What follows belongs to an exercise in optimizing a design on an open flow for small area; a production flow would make more cautious choices. In this exercise RTL edits were held to simulation tests only and were not proved equivalent to the original.

==> design.v <==
module pe_fc(
		input clk,
		input rst_n,
		input signed [7:0] data_i,
		input signed [7:0] weight_i,
		input signed [15:0] bias_i,
		input en,
		input bias_en,
		input flush,
		output reg signed [31:0] data_o
);
reg signed [15:0] mul;
reg signed [15:0] add;    
always @(posedge clk or negedge rst_n) begin
	if (!rst_n)
		mul <= 0;
	else 
		mul <= data_i * weight_i;
end
always @(*) begin
	if (en)
		add = mul;
	else if (bias_en)
		add = bias_i;
	else
		add = 0;
end
always @(posedge clk or negedge rst_n) begin
	if (!rst_n)
		data_o <= 0;
	else if (flush)
		data_o <= mul;
	else 
		data_o <= data_o + add;
end
endmodule
module fc_top(
	input wire clk,
	input wire rst_n,
	input wire valid_i,
	input wire [9*8-1:0] data_in,
	input wire [9*8-1:0] weight1,
	input wire [9*8-1:0] weight2,
	input wire [31:0] bias,
	output reg valid_o,
	output reg [7:0] data1_o,
	output reg [7:0] data2_o
);
parameter M0 = 4'd11;  
parameter n = 15;  
reg [9*8-1:0] weight1_inst;
reg [9*8-1:0] weight2_inst;
reg [32-1:0]  bias_inst;
wire signed [7:0] input_div [8:0];
wire signed [7:0] weight1_div [8:0];
wire signed [7:0] weight2_div [8:0];
wire signed [15:0] bias1;
wire signed [15:0] bias2;
reg       fc_en;
reg [3:0] cnt;
reg [5:0] num_cnt;
reg pe_en;
reg bias_en;
reg flush;
reg signed [7:0] pe_data;
reg signed [7:0] pe_weight1;
reg signed [7:0] pe_weight2;
wire signed [31:0] data_o_1,data_o_2;
reg signed [35:0] data_big_1, data_big_2;
genvar input_allo;
generate for (input_allo=0; input_allo<9; input_allo=input_allo+1)
	begin: INPUT_ALLOCATION
		assign input_div[input_allo] = data_in[(input_allo+1)*8 -1-:8];	
	end
endgenerate
genvar weight_allo;
generate for (weight_allo=0; weight_allo<9; weight_allo=weight_allo+1)
	begin: WEIGHT_ALLOCATION
		assign weight1_div[weight_allo] = weight1_inst[(weight_allo+1)*8 -1-:8];	
		assign weight2_div[weight_allo] = weight2_inst[(weight_allo+1)*8 -1-:8];	
	end
endgenerate
assign bias1 = bias_inst[15:0];
assign bias2 = bias_inst[31:16];
always @(posedge clk or negedge rst_n) begin
	if (!rst_n)
		weight1_inst <= 0;
	else if (valid_i)
		weight1_inst <= weight1;
end
always @(posedge clk or negedge rst_n) begin
	if (!rst_n)
		weight2_inst <= 0;
	else if (valid_i)
		weight2_inst <= weight2;
end
always @(posedge clk or negedge rst_n) begin
	if (!rst_n)
		bias_inst <= 0;
	else if (valid_i)
		bias_inst <= bias;
end
always @(posedge clk or negedge rst_n) begin
	if (!rst_n)
		fc_en <= 1'b0;
	else if (valid_i)
		fc_en <= 1'b1;
	else if (cnt == 4'd11)
		fc_en <= 1'b0;
end
always @(posedge clk or negedge rst_n) begin
	if (!rst_n)
		cnt <= 0;
	else if (cnt == 4'd12)
		cnt <= 0;
	else if (valid_i | fc_en)
		cnt <= cnt + 1'b1;
end
always @(posedge clk or negedge rst_n) begin
	if (!rst_n)
		num_cnt <= 0;
	else if (num_cnt == 6'd32 && valid_i)
		num_cnt <= 6'd1;
	else if (valid_i)
		num_cnt <= num_cnt + 1'b1;
end
always @(posedge clk or negedge rst_n) begin
	if (!rst_n)
		pe_en <= 1'b0;
	else if ((cnt>= 5'd1) && (cnt<= 5'd9))
		pe_en <= 1'b1;
	else 
		pe_en <= 1'b0;
end
always @(posedge clk or negedge rst_n) begin
	if (!rst_n)
		bias_en <= 1'b0;
	else if ((cnt== 5'd10) && (num_cnt == 6'd1))
		bias_en <= 1'b1;
	else 
		bias_en <= 1'b0;
end
always @(posedge clk or negedge rst_n) begin
	if (!rst_n)
		flush <= 1'b0;
	else if ((cnt== 5'd1) && (num_cnt == 6'd1))
		flush <= 1'b1;
	else 
		flush <= 1'b0;
end
always @(*) begin
	if ((cnt>= 5'd1) && (cnt<= 5'd9))
		pe_data = input_div[cnt-1];
	else
		pe_data = 0;
end
always @(*) begin
	if ((cnt>= 5'd1) && (cnt<= 5'd9))
		pe_weight1 = weight1_div[cnt-1];
	else
		pe_weight1 = 0;
end
always @(*) begin
	if ((cnt>= 5'd1) && (cnt<= 5'd9))
		pe_weight2 = weight2_div[cnt-1];
	else
		pe_weight2 = 0;
end
pe_fc u_pe_fc1(
	.clk(clk),
	.rst_n(rst_n),
	.data_i(pe_data),
	.weight_i(pe_weight1),
	.bias_i(bias1),
	.en(pe_en),
	.bias_en(bias_en),
	.flush(flush),
	.data_o(data_o_1)
);
pe_fc u_pe_fc2(
	.clk(clk),
	.rst_n(rst_n),
	.data_i(pe_data),
	.weight_i(pe_weight2),
	.bias_i(bias2),
	.en(pe_en),
	.bias_en(bias_en),
	.flush(flush),
	.data_o(data_o_2)
);
always @(posedge clk or negedge rst_n) begin
	if (!rst_n)
		data_big_1 <= 0;
	else
		data_big_1 <= data_o_1 * $signed({1'b0, M0});
end
always @(posedge clk or negedge rst_n) begin
	if (!rst_n)
		data_big_2 <= 0;
	else
		data_big_2 <= data_o_2 * $signed({1'b0, M0});
end
always@(posedge clk or negedge rst_n) begin  
	if(!rst_n)
		data1_o <= 0;
	else if((cnt== 5'd12) && (num_cnt == 6'd32)) begin
		if (data_big_1[35])
			data1_o <= (&data_big_1[35:22])?data_big_1[22:15]:8'h80;
		else 
			data1_o <= data_big_1[35:22]?8'h7f:data_big_1[22:15];
	end
end
always@(posedge clk or negedge rst_n) begin  
	if(!rst_n)
		data2_o <= 0;
	else if((cnt== 5'd12) && (num_cnt == 6'd32)) begin
		if (data_big_2[35])
			data2_o <= (&data_big_2[35:22])?data_big_2[22:15]:8'h80;
		else 
			data2_o <= data_big_2[35:22]?8'h7f:data_big_2[22:15];
	end
end
always@(posedge clk or negedge rst_n) begin
	if(!rst_n)
		valid_o <= 1'b0;
	else if (valid_o)
		valid_o <= 1'b0;
	else if ((cnt== 5'd12) && (num_cnt == 6'd32))
		valid_o <= 1'b1;
end
endmodule 
==> run.sh <==
#!/bin/bash
# synth_recipe.tcl (not shown) runs the flow's synth.tcl, then flattens the netlist and writes it again
# the make line also repeats each setting of config.mk as NAME=value (left out here)
make -C /OpenROAD-flow-scripts/flow DESIGN_CONFIG=/design/flow/config.mk WORK_HOME=/design/flow/orfs CLKGATE_MAP_FILE= SYNTH_SCRIPT=/design/flow/synth_recipe.tcl finish
==> config.mk <==
export PLATFORM = sky130hd
export DESIGN_NAME = fc_top
export DESIGN_NICKNAME = fc_top
export VERILOG_FILES = /design/flow/design.v
export SDC_FILE = /design/flow/constraint.sdc
export NUM_CORES = 4
export LEC_CHECK = 0
export CAP_MARGIN = 20
export CORE_MARGIN = 2
export CORE_UTILIZATION = 40
export PLACE_DENSITY = 0.6
export SLEW_MARGIN = 20
==> constraint.sdc <==
create_clock -name core_clock -period 8.0 [get_ports {clk}]
set_input_delay 1.6000 -clock core_clock [delete_from_list [all_inputs] [get_ports {clk}]]
set_output_delay 1.6000 -clock core_clock [all_outputs]
set_load 0.01 [all_outputs]
==> summary.txt <==
-- final timing paths --
kind,to
max in group asynchronous,weight2_inst[3]
min in group asynchronous,u_pe_fc1.mul[11]
worst min register to register,valid_o
worst min-delay path,valid_o
worst max register to register,u_pe_fc1.mul[14]
worst max-delay path,u_pe_fc1.mul[14]
-- layer usage --
metal  part of all wire (%)  vias up
li1                       -    10520
met1                     43    10634
met2                     49      560
met3                    5.7      107
met4                    2.6        4
met5                  0.031        -
-- area by class of cell --
cell class	instances	area [um2]	area share, %
Timing Repair Buffer	310	3020	9.06
Clock buffer	57	1190	3.57
Tap cell	940	1180	3.53
Clock inverter	20	282	0.846
Multi-Input combinational cell	1976	17200	51.5
Sequential cell	345	8630	25.9
Inverter	487	1830	5.49
-- state kept, by name, indices dropped and copies added (netlist names) --
| name | cells |
|---|---|
| data1_o | 8 |
| u_pe_fc1.mul | 16 |
| fc_en | 1 |
| data2_o | 8 |
| pe_en | 1 |
| bias_en | 1 |
| valid_o | 1 |
| weight2_inst | 72 |
| data_big_2 | 21 |
| num_cnt | 6 |
| u_pe_fc2.data_o | 32 |
| data_big_1 | 21 |
| flush | 1 |
| u_pe_fc1.data_o | 32 |
| bias_inst | 32 |
| cnt | 4 |
| weight1_inst | 72 |
| u_pe_fc2.mul | 16 |
-- metrics by stage --
stage / utilization, % / std cells / hold slack (ns)
floorplan: - / 2922 / 0.450
detailed placement: 45.6 / 4058 / 0.422
global route: 47.7 / 4135 / 0.464
global placement: 45.6 / 4058 / 0.412
CTS: 47.7 / 4135 / 0.430
finish: 47.7 / 4135 / 0.422
-- cell usage in the layout, fill, tap and decap left out, drive strengths merged, types with 35 or more instances in the layout --
| cell | n |
|---|---|
| nand4 | 35 |
| clkbuf | 58 |
| dfrtp | 345 |
| clkdlybuf4s50 | 265 |
| a22oi | 40 |
| inv | 491 |
| buf | 44 |
| nor2 | 143 |
| o21ai | 161 |
| a21oi | 126 |
| ha | 258 |
| a22o | 49 |
| a21o | 61 |
| fa | 169 |
| mux2 | 187 |
| nand3 | 51 |
| xnor2 | 95 |
| nand2 | 150 |
| nor3 | 39 |
| xor2 | 37 |
-- worst max-delay path, cell delays in order, from the launching register on --
cell and delay (ns):
dfrtp_1 0.52, inv_1 0.18, ha_1 0.33, o41ai_2 0.53, and2_1 0.70, buf_4 0.27
a22o_1 0.12, a221oi_1 0.04, and3_1 0.28, nand2b_2 0.36, nand2_1 0.14, fa_1 0.44
fa_1 0.50, inv_1 0.05, fa_1 0.48, inv_1 0.06, fa_1 0.48, inv_1 0.04
ha_1 0.31, o21ai_0 0.12, a21boi_0 0.24, o21ai_0 0.14, a21boi_0 0.27, o21ai_0 0.14
nor2b_1 0.17, o311ai_0 0.31
-- cell families after synthesis --
group | share of synthesized area (%)
AOI/OAI and AO/OA | 15.3
xor gates and xnor gates | 4.19
adders and majority gates | 23.5
buffers and inverters | 8.31
DFF | 30.7
muxes | 7.60
and+or+nand+nor | 10.4
==> summary.md <==
| Metric | Value |
|---|---|
| Die Area | `0.0724 mm2` |
| Status | `no timing/DRC/antenna violations` |
| PortBufs | `267` |
| Crit path max fanout | `14` |
| Fillers | `6448` |
| First-pass GRT wire length | `122 mm` |
| Clock Pin Slew Worst Setup and Hold Paths | `0.06 ns` |
| Met3 Use GR | `4.03%` |
| DP HPWL | `59.0 mm` |
| Num rows | `97` |
| Synth unique cells | `77` |
| Tot GR Track Use | `20.8%` |
| Ys flop type | `dfrtp_1` |
| Worst min-delay path category | `register to register` |
| Ranking of synthesized cells by area | `dfrtp_1 (31%), fa_1 (12%), ha_1 (11%), mux2_2 (7.5%), inv_1 (6.5%)` |
| Clock latency on the worst-skew pair | `0.61 ns` |
| Setup crit start | `cnt[0]` |
| DRT antenna net count | `0` |
| Met1 usage | `26.0%` |
| Layout Area Growth over Synthesis | `18.4%` |
| Maximum clock frequency | `0.135 GHz` |
| CTS tree | `built` |
| Final Hold Fails | `0` |
| H-tree lvl count | `2` |
| RSZ-0062 raised after global routing | `no` |
| Initial Utilization | `40.3%` |
| Share of cells above drive strength 1 | `10.5%` |
| Startpoint types | `register` |
| Final cycle utilization of the critical path | `92.4%` |
| Initial DRC Count | `1316` |
| Synth area leader | `dfrtp_1` |
| Area post-placement | `0.0318 mm2` |
| Crit path required time | `8.46 ns` |
| Post-synth EDFFs | `0` |
| Via Count | `21825` |
| Residual DRC | `0` |
| Max Slew Vio Count | `0` |
| Slew @ Worst Pin | `1.05 ns` |
| Mapped Area | `0.0281 mm2` |
| Ports | `268` |
| Syn avg cell area | `9.62 um2` |
| Sequential area share after synthesis | `30.7%` |
| Post-synth top cells | `inv_1 (487), dfrtp_1 (345), ha_1 (258)` |
| Max cap viols | `0` |
| Vias/cell | `5.28` |
| Final setup TNS | `0 ns` |
| Final instance area | `0.0333 mm2` |
| GPL Wtd Cong | `0.918` |
| Drt first pass iters | `8` |
| Synthesized Nets | `3600` |
| Reg2Reg Depth | `25` |
| Largest net degree at the start of global routing | `149` |
| Clock Path Buffers | `3` |
| Met2 Resource Use GR | `36.4%` |
| Nets | `3841` |
| WL final | `74.9 mm` |
| Die Wd | `269 um` |
| Initial antenna violation count | `3` |
| #FFs+latches synth | `345` |
| N_diodes | `0` |
| Total gr overflow | `0` |
| Fraction of registers with async set/reset | `100%` |
| HP Start | `valid_o` |
| YS warnings | `2` |
| Die Height | `269 um` |
| Post-route setup slack | `0.610 ns` |
| Worst endpoint data arrival time | `7.85 ns` |
| Pre-CTS setup slack | `0.385 ns` |
| Hold Path Depth | `1` |
| Setup bufs post-CTS | `0` |
| Core area | `0.0698 mm2` |
| Most Used Layer, Global Route | `met2` |
| Mapped Cells | `2922` |
| Area share of the largest cell type after synthesis | `30.7%` |
| Post-route minimum period | `7.39 ns` |
| CP endpoint kind | `register` |
| Reg-to-Reg Start | `cnt[0]` |
| Clock skew after layout | `0.0438 ns` |
| Hold-fix buffers, CTS | `0` |
| Setup violations, final | `0` |
| Vias in the first global route | `22997` |
| Clock sinks | `345` |
| Crit Path Category | `register to register` |
| CTS Buf Count | `43` |
| Post-CTS Resized | `0` |
| Root Buffer | `clkbuf_16` |
| Worst slew margin | `29.8%` |
| DR WL/cell | `18.1 um` |
| Count leader, synth | `inv_1` |
| R2R setup slack | `0.61 ns` |

==> port drivers added, routing unchanged <==
The flow's constraints put no driver on any port. The routed layout listed below was extracted and timed again, unchanged, in two steps.
Step 1 assumes that a clkbuf_16 drives the clock port and a buf_2 every other input.
Step 2, shift: input delay + t, output delay - t, t = (earliest + latest rising clock arrival at the registers) / 2. This alone moves slack from input paths to output paths.
Slacks: ideal ports / drivers / drivers and shift; pairs: ideal ports / drivers.
t, ns: 0.648
setup slack, ns: 0.610 / 0.610 / 0.455
worst slew at a driven data input, ns: 0.09
cell pins on the clock port's net: 1
After both steps this run still meets setup and hold. The setup slack of this run moves by 0.000 ns with the drivers and by -0.155 ns with both steps.
